This design comes from an exercise in tuning for small area on the open sky130 flow, not from production work.
In this exercise RTL edits were held to simulation tests only and were not proved equivalent to the original.

`flow/design.v`:
```
module divfreq(clk, rst, clk1kHz);
input clk;
input rst;
output clk1kHz;
reg [20:0]count;
reg clk1kHz_q;
assign clk1kHz = (count >= 21'd24) && !clk1kHz_q;
always @(posedge clk)begin
	if (rst) begin
		count <= 0;
		clk1kHz_q <= 0;
	end else if(count < 24)begin
		count <= count + 1'd1;
	end else begin
		clk1kHz_q <= !clk1kHz_q;
		count <= 0;
	end
end
endmodule
module divfreq20(clk, rst, clk20Hz);
input clk;
input rst;
output clk20Hz;
reg [20:0]count20;
reg clk20Hz_q;
assign clk20Hz = (count20 >= 21'd249) && !clk20Hz_q;
always @(posedge clk)begin
	if (rst) begin
		count20 <= 0;
		clk20Hz_q <= 0;
	end else if(count20 < 249)begin
		count20 <= count20 + 1'd1;
	end else begin
		clk20Hz_q <= !clk20Hz_q;
		count20 <= 0;
	end
end
endmodule
module Barrido_filas(clk, rst, clk20Hz, fil);
	input clk;
	input rst;
	input clk20Hz;
	output reg [3:0] fil;
	reg [1:0] contador;
	always @(posedge clk) begin
		if (rst) begin
			contador <= 'b0;
			fil <= 'b0000;
		end else if (clk20Hz) begin
			case(contador)
				'b00: fil <= 'b1000;
				'b01: fil <= 'b0100;
				'b10: fil <= 'b0010;
				'b11: fil <= 'b0001;
			endcase
			contador <= contador + 'b1;
		end
	end
endmodule
module Comparador_col(clk, rst, fil, col, tecla);
	input clk;
	input rst;
	input [3:0]fil;
	input [3:0]col;
	output reg [3:0] tecla;
	reg [3:0] tecla_q;
	always @(*) begin
		tecla = tecla_q;
		if(col == 'b1000)begin  
			case(fil)
				'b1000: tecla = 'd15;
				'b0100: tecla = 'd1;
				'b0010: tecla = 'd4;
				'b0001: tecla = 'd7;
			default: tecla = 'd15;
			endcase
		end if (col == 'b0100)begin  
			case(fil)
				'b1000: tecla = 'd0;
				'b0100: tecla = 'd2;
				'b0010: tecla = 'd5;
				'b0001: tecla = 'd8;
			default: tecla = 'd15;
			endcase
		end if (col == 'b0010)begin  
			case(fil)
				'b1000: tecla = 'd14;
				'b0100: tecla = 'd3;
				'b0010: tecla = 'd6;
				'b0001: tecla = 'd9;
			default: tecla = 'd15;
			endcase
		end if (col == 'b0001)begin  
			case(fil)
				'b1000: tecla = 'd13;
				'b0100: tecla = 'd10;
				'b0010: tecla = 'd11;
				'b0001: tecla = 'd12;
			default: tecla = 'd15;
			endcase
		end
	end
	always @(posedge clk) begin
		if (rst) tecla_q <= 'd15;
		else tecla_q <= tecla;
	end
endmodule
module Conversor(tecla, CSseg);
	input [3:0] tecla;
	output reg [6:0] CSseg;
	parameter segmin = 7'b1111110;  
	parameter segplus = 7'b1101100;  
	parameter segdiv = 7'b1011011;  
	parameter segmult = 7'b1001000;  
	parameter seg0 = 7'b0000001;  
	parameter seg1 = 7'b1001111;  
	parameter seg2 = 7'b0010010;  
	parameter seg3 = 7'b0000110;  
	parameter seg4 = 7'b1001100;  
	parameter seg5 = 7'b0100100;  
	parameter seg6 = 7'b0100000;  
	parameter seg7 = 7'b0001111;  
	parameter seg8 = 7'b0000000;  
	parameter seg9 = 7'b0000100;  
	parameter segA = 7'b0001000;  
	parameter segb = 7'b1100000;  
	parameter segC = 7'b0110001;  
	parameter segd = 7'b1000010;  
	parameter segE = 7'b0110000;  
	parameter segF = 7'b0111000;  
	parameter sego = 7'b1100010;  
	parameter segh = 7'b1101000;  
	parameter segeq = 7'b1110110;  
	parameter nul = 7'b1111111; 
	always @(*)begin
			case(tecla)
				4'b0000: CSseg = seg0;
				4'b0001: CSseg = seg1;
				4'b0010: CSseg = seg2;
				4'b0011: CSseg = seg3;
				4'b0100: CSseg = seg4;
				4'b0101: CSseg = seg5;
				4'b0110: CSseg = seg6;
				4'b0111: CSseg = seg7;
				4'b1000: CSseg = seg8;
				4'b1001: CSseg = seg9;
				4'b1010: CSseg = segplus;
				4'b1011: CSseg = segmin;
				4'b1100: CSseg = segmult;
				4'b1101: CSseg = segdiv;
				4'b1110: CSseg = segeq;
				4'b1111: CSseg = nul;
			endcase
	end
endmodule
module Barrido_displays(clk, rst, btn, btnres, CSseg, clk1kHz, dres, signo_resultado, Sseg, anodos, Ssegnum1, Ssegnum2, operador, signo1);
	input clk;
	input rst;
	input btn;
	input btnres;
	input [6:0] CSseg;
	input clk1kHz;
	input [23:0] dres;
	input [1:0] signo_resultado;
	output reg [6:0] Sseg;
	output reg [7:0] anodos;
	output reg [20:0] Ssegnum1;
	output reg [20:0] Ssegnum2;
	output reg [6:0] operador;
	output reg [6:0] signo1;	
	reg [6:0] Sseg0;
	reg [6:0] Sseg1;
	reg [6:0] Sseg2;
	reg [6:0] Sseg3;
	reg [6:0] Sseg4;
	reg [6:0] Sseg5;
	reg [6:0] Sseg6;
	reg [6:0] Sseg7;
	parameter segmin = 7'b1111110;  
	parameter segplus = 7'b1101100;  
	parameter segdiv = 7'b1011011;  
	parameter segmult = 7'b1001000;  
	parameter seg0 = 7'b0000001;  
	parameter seg1 = 7'b1001111;  
	parameter seg2 = 7'b0010010;  
	parameter seg3 = 7'b0000110;  
	parameter seg4 = 7'b1001100;  
	parameter seg5 = 7'b0100100;  
	parameter seg6 = 7'b0100000;  
	parameter seg7 = 7'b0001111;  
	parameter seg8 = 7'b0000000;  
	parameter seg9 = 7'b0000100;  
	parameter segeq = 7'b1110110;  
	parameter nul = 7'b1111111; 
	reg [2:0]contadorbar;
	reg btnON;
	reg btnresON;
	reg estado;
	reg [2:0]posdisplay;
	always @(posedge clk) begin
	if (rst) begin
		contadorbar = 3'b0;
		Sseg0 = nul;
		Sseg1 = nul;
		Sseg2 = nul;
		Sseg3 = nul;
		Sseg4 = nul;
		Sseg5 = nul;
		Sseg6 = nul;
		Sseg7 = nul;
		btnON = 1'b0;
		btnresON = 'b0;
		estado = 'b0;
		posdisplay = 'b0;
		anodos <= 8'b11111111;
		Sseg <= nul;
		Ssegnum1 <= {nul, nul, nul};
		Ssegnum2 <= {nul, nul, nul};
		signo1 <= nul;
		operador <= nul;
	end else if (clk1kHz) begin
		if (btnres == 'b0 && btnresON == 'b0)begin
			estado = ~estado;
			btnresON = 'b1;
		end
		if (btnres == 'b1) begin
			btnresON = 'b0;
		end
		contadorbar = contadorbar + 1'b1;
		case(contadorbar)
			3'b000: begin anodos <= 8'b11111110; Sseg <= Sseg0; end
			3'b001: begin anodos <= 8'b11111101; Sseg <= Sseg1; end
			3'b010: begin anodos <= 8'b11111011; Sseg <= Sseg2; end
			3'b011: begin anodos <= 8'b11110111; Sseg <= Sseg3; end
			3'b100: begin anodos <= 8'b11101111; Sseg <= Sseg4; end
			3'b101: begin anodos <= 8'b11011111; Sseg <= Sseg5; end
			3'b110: begin anodos <= 8'b10111111; Sseg <= Sseg6; end
			3'b111: begin anodos <= 8'b01111111; Sseg <= Sseg7; end
		endcase
		if (estado == 0)begin
		if (btn == 'b0 && btnON == 'b0)begin
			posdisplay = posdisplay + 'b1;
			btnON = 'b1;
		end
		if (btn == 'b1) begin
			btnON = 'b0;
		end
		case(posdisplay)
			3'b000: Sseg7 = CSseg;
			3'b001: Sseg6 = CSseg;
			3'b010: Sseg5 = CSseg;
			3'b011: Sseg4 = CSseg;
			3'b100: Sseg3 = CSseg;
			3'b101: Sseg2 = CSseg;
			3'b110: Sseg1 = CSseg;
			3'b111: Sseg0 = CSseg;
		endcase 
		Ssegnum1 <= {Sseg6, Sseg5, Sseg4};
		Ssegnum2 <= {Sseg2, Sseg1, Sseg0};
		signo1 <= Sseg7;
		operador <= Sseg3;
		end
		if (estado == 1) begin
			if(signo_resultado == 2)begin
			Sseg0 = 7'b0110001;  
			Sseg1 = seg0;	 
			Sseg2 = 7'b0110001;	 
			Sseg3 = 7'b0110001;	 
			Sseg4 = 7'b0110000;	 
			Sseg5 = nul;
			Sseg6 = nul;
			Sseg7 = nul;
			end else begin
			case(dres[3:0])
				4'b0000: Sseg0 = seg0;
				4'b0001: Sseg0 = seg1;
				4'b0010: Sseg0 = seg2;
				4'b0011: Sseg0 = seg3;
				4'b0100: Sseg0 = seg4;
				4'b0101: Sseg0 = seg5;
				4'b0110: Sseg0 = seg6;
				4'b0111: Sseg0 = seg7;
				4'b1000: Sseg0 = seg8;
				4'b1001: Sseg0 = seg9;
				default: Sseg0 = nul;
			endcase
			case(dres[7:4])
				4'b0000: Sseg1 = seg0;
				4'b0001: Sseg1 = seg1;
				4'b0010: Sseg1 = seg2;
				4'b0011: Sseg1 = seg3;
				4'b0100: Sseg1 = seg4;
				4'b0101: Sseg1 = seg5;
				4'b0110: Sseg1 = seg6;
				4'b0111: Sseg1 = seg7;
				4'b1000: Sseg1 = seg8;
				4'b1001: Sseg1 = seg9;
				default: Sseg1 = nul;
			endcase
			case(dres[11:8])
				4'b0000: Sseg2 = seg0;
				4'b0001: Sseg2 = seg1;
				4'b0010: Sseg2 = seg2;
				4'b0011: Sseg2 = seg3;
				4'b0100: Sseg2 = seg4;
				4'b0101: Sseg2 = seg5;
				4'b0110: Sseg2 = seg6;
				4'b0111: Sseg2 = seg7;
				4'b1000: Sseg2 = seg8;
				4'b1001: Sseg2 = seg9;
				default: Sseg2 = nul;
			endcase
			case(dres[15:12])
				4'b0000: Sseg3 = seg0;
				4'b0001: Sseg3 = seg1;
				4'b0010: Sseg3 = seg2;
				4'b0011: Sseg3 = seg3;
				4'b0100: Sseg3 = seg4;
				4'b0101: Sseg3 = seg5;
				4'b0110: Sseg3 = seg6;
				4'b0111: Sseg3 = seg7;
				4'b1000: Sseg3 = seg8;
				4'b1001: Sseg3 = seg9;
				default: Sseg3 = nul;
			endcase
			case(dres[19:16])
				4'b0000: Sseg4 = seg0;
				4'b0001: Sseg4 = seg1;
				4'b0010: Sseg4 = seg2;
				4'b0011: Sseg4 = seg3;
				4'b0100: Sseg4 = seg4;
				4'b0101: Sseg4 = seg5;
				4'b0110: Sseg4 = seg6;
				4'b0111: Sseg4 = seg7;
				4'b1000: Sseg4 = seg8;
				4'b1001: Sseg4 = seg9;
				default: Sseg4 = nul;
			endcase
			case(dres[23:20])
				4'b0000: Sseg5 = seg0;
				4'b0001: Sseg5 = seg1;
				4'b0010: Sseg5 = seg2;
				4'b0011: Sseg5 = seg3;
				4'b0100: Sseg5 = seg4;
				4'b0101: Sseg5 = seg5;
				4'b0110: Sseg5 = seg6;
				4'b0111: Sseg5 = seg7;
				4'b1000: Sseg5 = seg8;
				4'b1001: Sseg5 = seg9;
				default: Sseg5 = nul;
			endcase
			if(signo_resultado == 0) begin
				Sseg6 = nul;
				Sseg7 = nul;
			end else begin 
				Sseg6 = segmin;
				Sseg7 = nul;
			end
			end		
		end
	end
	end
endmodule
module Ssegtobin (clk, rst, Ssegnum1, Ssegnum2, signo1, operador, num1, num2, sig1, oper);
	input clk;
	input rst;
	input [20:0] Ssegnum1;
	input [20:0] Ssegnum2;
	input [6:0] signo1;
	input [6:0] operador;
	output reg [9:0] num1;
	output reg [9:0] num2;
	output reg sig1;
	output reg [1:0] oper;
	reg [3:0] digit11;
	reg [3:0] digit12;
	reg [3:0] digit13;
	reg [3:0] digit21;
	reg [3:0] digit22;
	reg [3:0] digit23;
	parameter [6:0] segmin = 7'b1111110;  
	parameter [6:0] segplus = 7'b1101100;  
	parameter [6:0] segdiv = 7'b1011011;  
	parameter [6:0] segmult = 7'b1001000;  
	parameter [6:0] seg0 = 7'b0000001;  
	parameter [6:0] seg1 = 7'b1001111;  
	parameter [6:0] seg2 = 7'b0010010;  
	parameter [6:0] seg3 = 7'b0000110;  
	parameter [6:0] seg4 = 7'b1001100;  
	parameter [6:0] seg5 = 7'b0100100;  
	parameter [6:0] seg6 = 7'b0100000;  
	parameter [6:0] seg7 = 7'b0001111;  
	parameter [6:0] seg8 = 7'b0000000;  
	parameter [6:0] seg9 = 7'b0000100;  
	parameter [6:0] nul = 7'b1111111; 
	reg [3:0] digit11_q;
	reg [3:0] digit12_q;
	reg [3:0] digit13_q;
	reg [3:0] digit21_q;
	reg [3:0] digit22_q;
	reg [3:0] digit23_q;
	reg [1:0] oper_q;
	always @(posedge clk) begin
		if (rst) begin
			digit11_q <= 'b0;
			digit12_q <= 'b0;
			digit13_q <= 'b0;
			digit21_q <= 'b0;
			digit22_q <= 'b0;
			digit23_q <= 'b0;
			oper_q <= 'b0;
		end else begin
			digit11_q <= digit11;
			digit12_q <= digit12;
			digit13_q <= digit13;
			digit21_q <= digit21;
			digit22_q <= digit22;
			digit23_q <= digit23;
			oper_q <= oper;
		end
	end
	always @(*)begin
		digit11 = digit11_q;
		digit12 = digit12_q;
		digit13 = digit13_q;
		digit21 = digit21_q;
		digit22 = digit22_q;
		digit23 = digit23_q;
		oper = oper_q;
		case(Ssegnum1[6:0])
			seg0: digit13 = 'd0;
			seg1: digit13 = 'd1;
			seg2: digit13 = 'd2;
			seg3: digit13 = 'd3;
			seg4: digit13 = 'd4;
			seg5: digit13 = 'd5;
			seg6: digit13 = 'd6;
			seg7: digit13 = 'd7;
			seg8: digit13 = 'd8;
			seg9: digit13 = 'd9;
			default: ;
		endcase
		case(Ssegnum1[13:7])
			seg0: digit12 = 'd0;
			seg1: digit12 = 'd1;
			seg2: digit12 = 'd2;
			seg3: digit12 = 'd3;
			seg4: digit12 = 'd4;
			seg5: digit12 = 'd5;
			seg6: digit12 = 'd6;
			seg7: digit12 = 'd7;
			seg8: digit12 = 'd8;
			seg9: digit12 = 'd9;
			default: ;
		endcase
		case(Ssegnum1[20:14])
			seg0: digit11 = 'd0;
			seg1: digit11 = 'd1;
			seg2: digit11 = 'd2;
			seg3: digit11 = 'd3;
			seg4: digit11 = 'd4;
			seg5: digit11 = 'd5;
			seg6: digit11 = 'd6;
			seg7: digit11 = 'd7;
			seg8: digit11 = 'd8;
			seg9: digit11 = 'd9;
			default: ;
		endcase
		case(Ssegnum2[6:0])
			seg0: digit23 = 'd0;
			seg1: digit23 = 'd1;
			seg2: digit23 = 'd2;
			seg3: digit23 = 'd3;
			seg4: digit23 = 'd4;
			seg5: digit23 = 'd5;
			seg6: digit23 = 'd6;
			seg7: digit23 = 'd7;
			seg8: digit23 = 'd8;
			seg9: digit23 = 'd9;
			default: ;
		endcase
		case(Ssegnum2[13:7])
			seg0: digit22 = 'd0;
			seg1: digit22 = 'd1;
			seg2: digit22 = 'd2;
			seg3: digit22 = 'd3;
			seg4: digit22 = 'd4;
			seg5: digit22 = 'd5;
			seg6: digit22 = 'd6;
			seg7: digit22 = 'd7;
			seg8: digit22 = 'd8;
			seg9: digit22 = 'd9;
			default: ;
		endcase
		case(Ssegnum2[20:14])
			seg0: digit21 = 'd0;
			seg1: digit21 = 'd1;
			seg2: digit21 = 'd2;
			seg3: digit21 = 'd3;
			seg4: digit21 = 'd4;
			seg5: digit21 = 'd5;
			seg6: digit21 = 'd6;
			seg7: digit21 = 'd7;
			seg8: digit21 = 'd8;
			seg9: digit21 = 'd9;
			default: ;
		endcase
		case(operador)
			segplus: oper = 'd0;
			segmin:  oper = 'd1;
			segmult: oper = 'd2;
			segdiv:  oper = 'd3;
			default: ;
		endcase
		sig1 = (signo1 == nul) ? 'd0:'d1;
		num1 = (digit11 * 'd100) + (digit12 * 'd10) + digit13;
		num2 = (digit21 * 'd100) + (digit22 * 'd10) + digit23;
	end
endmodule
module Operacion (num1, num2, sig1, oper, resultado, signo_resultado);
	input [9:0]num1;
	input [9:0]num2;
	input sig1;
	input [1:0]oper;
	output reg [19:0] resultado;
	output reg [1:0] signo_resultado;
	always @(*)begin
		resultado = 'd0;
		signo_resultado = 'd0;
		case(oper)
			'd0: begin	if (sig1 == 0) begin  
						resultado = num1 + num2;
						signo_resultado = 'd0;
					end else begin
						if (num1 > num2)begin
							resultado = num1 - num2;
							signo_resultado = 'd1;
						end else begin
							resultado = num2 - num1;
							signo_resultado = 'd0;
						end
					end
				end
			'd1: begin	if (sig1 == 1) begin  
						resultado = num1 + num2;
						signo_resultado = 'd1;
					end else begin
						if (num2 > num1)begin
							resultado = num2 - num1;
							signo_resultado = 'd1;
						end else begin
							resultado = num1 - num2;
							signo_resultado = 'd0;
						end
					end
				end
			'd2: begin resultado = num1*num2;
							if (sig1 == 0) begin  
								signo_resultado = 'd0;
							end else signo_resultado = 'd1;
			end
			'd3: begin if(num2 != 0 && num1 % num2 == 0) begin  
								resultado = num1/num2;
								if (sig1 == 0) begin  
									signo_resultado = 'd0;
								end else signo_resultado = 'd1;	
							end else signo_resultado = 'd2;
			end
		endcase
	end
endmodule
module Digitos_result (resultado, dres);
	input [19:0] resultado;
	output reg [23:0] dres;
	integer i;
	reg [43:0] sh;
	always @(*)begin
		sh = {24'd0, resultado};
		for (i = 0; i < 20; i = i + 1) begin
			if (sh[23:20] >= 5) sh[23:20] = sh[23:20] + 4'd3;
			if (sh[27:24] >= 5) sh[27:24] = sh[27:24] + 4'd3;
			if (sh[31:28] >= 5) sh[31:28] = sh[31:28] + 4'd3;
			if (sh[35:32] >= 5) sh[35:32] = sh[35:32] + 4'd3;
			if (sh[39:36] >= 5) sh[39:36] = sh[39:36] + 4'd3;
			if (sh[43:40] >= 5) sh[43:40] = sh[43:40] + 4'd3;
			sh = sh << 1;
		end
		dres = sh[43:20];
	end
endmodule
module Calculator2_0(clk, rst, col, btn, btnres, fil, Sseg, anodos);
	input clk;
	input rst;
	input [3:0] col;
	input btn;
	input btnres;
	output [3:0] fil;
	output [6:0] Sseg;
	output [7:0] anodos;
	wire clk1kHz;
	wire clk20Hz;
	wire [3:0]tecla;
	wire [20:0] Ssegnum1;
	wire [20:0] Ssegnum2;
	wire [6:0] signo1;
	wire [6:0] operador;
	wire [9:0] num1;
	wire [9:0] num2;
	wire sig1;
	wire [1:0] oper;
	wire [19:0] resultado;
	wire [1:0] signo_resultado;
	wire [23:0] dres;
	wire [6:0] CSseg;
	divfreq div(clk, rst, clk1kHz);
	divfreq20 div20(clk, rst, clk20Hz);
	Barrido_filas barfil(clk, rst, clk20Hz, fil);
	Comparador_col comp(clk, rst, fil, col, tecla);
	Conversor print(tecla, CSseg);
	Barrido_displays bardisp(clk, rst, btn, btnres, CSseg, clk1kHz, dres, signo_resultado, Sseg, anodos, Ssegnum1, Ssegnum2, operador, signo1);
	Ssegtobin convsegtobin(clk, rst, Ssegnum1, Ssegnum2, signo1, operador, num1, num2, sig1, oper);
	Operacion op(num1, num2, sig1, oper, resultado, signo_resultado);
	Digitos_result digres(resultado, dres);
endmodule
```
`flow/run.sh`:
```
#!/bin/bash
# synth_recipe.tcl (not shown) runs the flow's synth.tcl, then flattens the netlist and writes it again
# the make line also repeats each setting of config.mk as NAME=value (left out here)
make -C /OpenROAD-flow-scripts/flow DESIGN_CONFIG=/design/flow/config.mk WORK_HOME=/design/flow/orfs CLKGATE_MAP_FILE= SYNTH_SCRIPT=/design/flow/synth_recipe.tcl finish
```
`flow/config.mk`:
```
export PLATFORM = sky130hd
export DESIGN_NAME = Calculator2_0
export DESIGN_NICKNAME = Calculator2_0
export VERILOG_FILES = /design/flow/design.v
export SDC_FILE = /design/flow/constraint.sdc
export NUM_CORES = 4
export LEC_CHECK = 0
export CAP_MARGIN = 20
export CORE_MARGIN = 2
export CORE_UTILIZATION = 40
export SLEW_MARGIN = 20
```
`flow/constraint.sdc`:
```
create_clock -name core_clock -period 110.0 [get_ports {clk}]
set_input_delay 22.0000 -clock core_clock [delete_from_list [all_inputs] [get_ports {clk}]]
set_output_delay 22.0000 -clock core_clock [all_outputs]
set_load 0.01 [all_outputs]
```
==> results.txt <==
-- routing by layer --
metal  up-vias  global-route usage
met1     26700               0.312
met2      1463               0.404
li1      27700                   -
met5         -                   0
met4         0              0.0441
met3       232              0.0129
-- worst reg2reg max path: cells and delay by family (launching register included) --
kind / cells / cell delay [ns]
multiplexers: 13 / 3.47
flip-flops: 1 / 0.48
AND/OR/NAND/NOR: 141 / 28.93
XOR/XNOR: 8 / 2.15
AO/OA/AOI/OAI: 246 / 49.75
buffers and inverters: 38 / 4.47
adder cells (fa/ha/maj): 51 / 13.87
-- through the flow --
step,cells,hold slack (ns),cell area (µm²),util
after floorplan,7465,0.430,54400,-
after global placement,9133,0.447,56500,0.419
after detailed placement,9133,0.452,56500,0.419
after CTS,9183,0.467,57500,0.426
after global routing,9241,0.489,58600,0.434
final,9241,0.465,58600,0.434
-- cells in the mapped netlist (all sizes together), types with 25 or more instances --
| cell | number | area, µm² |
|---|---|---|
| nor3 | 397 | 2120 |
| dfxtp | 216 | 4320 |
| a31oi | 70 | 484 |
| nand3 | 160 | 831 |
| a21boi | 27 | 210 |
| o311ai | 26 | 253 |
| a221oi | 38 | 382 |
| o21bai | 67 | 507 |
| o21ai | 347 | 1760 |
| o21a | 301 | 2280 |
| a22oi | 51 | 398 |
| mux2 | 114 | 1310 |
| a211oi | 115 | 1000 |
| o211ai | 106 | 826 |
| xor2 | 129 | 1150 |
| and4 | 31 | 279 |
| nor2b | 67 | 419 |
| mux2i | 133 | 1350 |
| o31ai | 153 | 1200 |
| inv | 379 | 1420 |
| nand4 | 89 | 576 |
| buf | 72 | 508 |
| and2 | 101 | 637 |
| clkbuf | 163 | 627 |
| nand2b | 79 | 494 |
| nor2 | 780 | 2960 |
| xnor2 | 231 | 2100 |
| ha | 680 | 8510 |
| or3 | 73 | 484 |
| or2 | 93 | 582 |
| a21o | 110 | 831 |
| or4 | 27 | 219 |
| and3 | 72 | 469 |
| nor4 | 65 | 607 |
| nand2 | 687 | 2590 |
| fa | 76 | 1520 |
| o22ai | 53 | 369 |
| a21oi | 536 | 2750 |
| o221ai | 25 | 238 |
-- timing repair --
action                                 CTS  global route
cloned                                   1             3
endpoints found under the hold margin    0             0
setup endpoints to repair               42            42
hold buffers                             0             0
pin swaps                                4            24
setup buffers                            6            55
gates resized for setup                 17           139
-- worst paths after layout --
path,start,end,slack (ns),cells past startpoint
worst max register to register,bardisp.Ssegnum2[10],bardisp.Sseg5[3],6.81,497
worst max-delay path,bardisp.Ssegnum2[10],bardisp.Sseg5[3],6.81,497
worst min register to register,bardisp.signo1[2],bardisp.signo1[2],0.47,2
worst min-delay path,bardisp.signo1[2],bardisp.signo1[2],0.47,2
-- cell type report --
class / count / area [µm²]
flip-flops and latches: 216 / 4330
inverters: 383 / 1450
fillers: 13700 / 76400
clock inverters: 10 / 98.8
clock buffers: 33 / 694
multi-input cells: 6634 / 48300
repair buffers: 184 / 1470
well taps: 1781 / 2230
-- cell families (layout without fill, tap and decap cells) --
kind of cell / after synthesis / after routing / share of synthesized area
and+or+nand+nor: 2833 / 2837 / 0.264
AOI/OAI and AO/OA: 2367 / 2367 / 0.312
adders and majority gates: 758 / 758 / 0.185
buffers and inverters: 619 / 610 / 0.0479
xor gates and xnor gates: 364 / 364 / 0.0617
muxes: 247 / 247 / 0.0491
DFF: 216 / 216 / 0.0798
other: 1 / 61 / 0.0000692
-- state kept, by name, indices dropped and copies added (netlist names), 4 cells and up --
signal,flops
bardisp.Ssegnum2,21
barfil.fil,4
bardisp.Sseg3,7
bardisp.Sseg2,7
comp.tecla_q,4
convsegtobin.digit13_q,4
bardisp.Sseg7,7
bardisp.Sseg6,7
div20.count20,21
convsegtobin.digit23_q,4
convsegtobin.digit11_q,4
bardisp.signo1,7
bardisp.Sseg4,7
bardisp.Sseg0,7
convsegtobin.digit22_q,4
convsegtobin.digit21_q,4
bardisp.Sseg1,7
bardisp.Sseg5,7
bardisp.anodos,8
convsegtobin.digit12_q,4
bardisp.Ssegnum1,21
bardisp.operador,7
div.count,21
bardisp.Sseg,7
==> metrics.md <==
| Metric | Value |
|---|---|
| NumNets Final | just over 8,000 |
| # DRC | 0 |
| Die X | 372 µm |
| Overflow after GRT | 0 |
| Met2 wire length | 80.0 mm |
| Post-DP HPWL | 131 mm |
| Startpoint types | flip-flop |
| Crit path max-delay family | compound AO/OA/AOI/OAI gates |
| Synth unique cells | 185 |
| Area Overhead vs Synth | 8.03% |
| Pre-CTS WS | -2.13 ns |
| Final setup vio count | 0 |
| Largest net degree at the start of global routing | 107 |
| Root buffer selected by CTS | clkbuf_16 |
| Worst min path class | flip-flop to flip-flop |
| CTS tree | built |
| DR vias/cell | 6.07 |
| Port Buf Inserts | 26 |
| Synth Flop Type | dfxtp_1 |
| TritonCTS buffer count | 24 |
| FFs w/ async S/R, synth | 0 |
| Layout Skew | approximately 0.037 ns |
| Final Max Slew Viols | 0 |
| Post-Syn Area | 54,200 µm² |
| Setup TNS | 0 ns |
| YS warnings | 9 |
| Num ports | 27 |
| DRT Wirelength | 169 mm |
| Req. time, crit path | 110.42 ns |
| PnR worst setup slack | around 6.8 ns |
| WP data arrival | a little over 100 ns |
| Metal-1 WL | 77.9 mm |
| Vias in the first global route | about 52,000 |
| Clock transition at path regs | 0.06 ns |
| EDFF count, synth | 0 |
| H-tree Lvls | 1 |
| Highest metal used | met4 |
| Avg Inst Size Synth | around 7.3 µm² |
| Commonest non-fill, non-tap cell in the layout | nor2_1 |
| CP Capture Type | flip-flop |
| Antenna-violating nets left | 0 |
| Status | finished clean |
| Crit path max-delay cell type | or4_2 |
| DR pass1 iterations | 7 |
| Vias | 56,100 |
| CTS max path bufs | 3 |
| Fmax | 9.69 MHz |
| Die area | ~140,000 µm² |
| Placer Congestion | about 0.94 |
| CP bufs+invs | 38 |
| Layout cell share with drive strength beyond 1 | 0.107 |
| Crit Path Max Fanout | 29 |
| Rows | 135 |
| Initial antenna violation count | 0 |
| Ant. Diodes | 0 |
| Skew-Pair Late Insertion Delay | ~0.55 ns |
| Post-synthesis register bit count | 216 |
| Most frequent cells in the layout | nor2_1, ha_1, nand2_1, a21oi_1, nor3_1 |
| Seq/Total Area, Yosys | 0.0798 |
| Most common cell on crit path | o21a_1 |
| Worst Max-Slew Pin Slew | about 1.1 ns |
| GRT Overall Usage | 0.231 |
| DRT iter0 DRCs | 4,271 |
| Die Span Y | 372 µm |
| Sinks on Clock Net | 216 |
| Largest stage delay, worst path | 0.75 ns |
| Hold Vio Cnt, Final | 0 |
| Global-route wire length before repair | 269 mm |
| Crit Path Class | flip-flop to flip-flop |
| Met3 wire len | between 7 and 8 mm |
| Routed WL per cell | 18.3 µm |
| Cells after Synth | 7,405 |
| Core ar. | 135,000 µm² |
| Max-slew headroom | 0.257 |
| Final min period | 103.19 ns |
| Max-cap viol count | 0 |
| Starting Density | 0.402 |
| Tcrit/Tclk final | 0.938 |

[static timing again, ports no longer ideal]
The results above use ideal ports. As a check the final layout listed here was re-extracted and re-timed, cells and wires unchanged.
Step 1: set_driving_cell puts a clkbuf_16 on clk and a buf_2 on each other input, an assumption about the parent block.
Step 2, shift: input delay + t, output delay - t, t = (earliest + latest rising clock arrival at the registers) / 2. This alone moves slack from input paths to output paths.
Three values: ideal, step 1, step 2; two values: the first two.
shift t [ns]: 0.579
setup WS [ns]: 6.805 / 6.805 / 6.805
hold slack, ns: 0.465 / 0.465 / 0.465
latest minus earliest clock arrival (ns): 0.037 / 0.037
After both steps setup and hold are still met in this run. For this run, drivers alone change the setup slack by 0.000 ns; drivers and shift together by 0.000 ns.
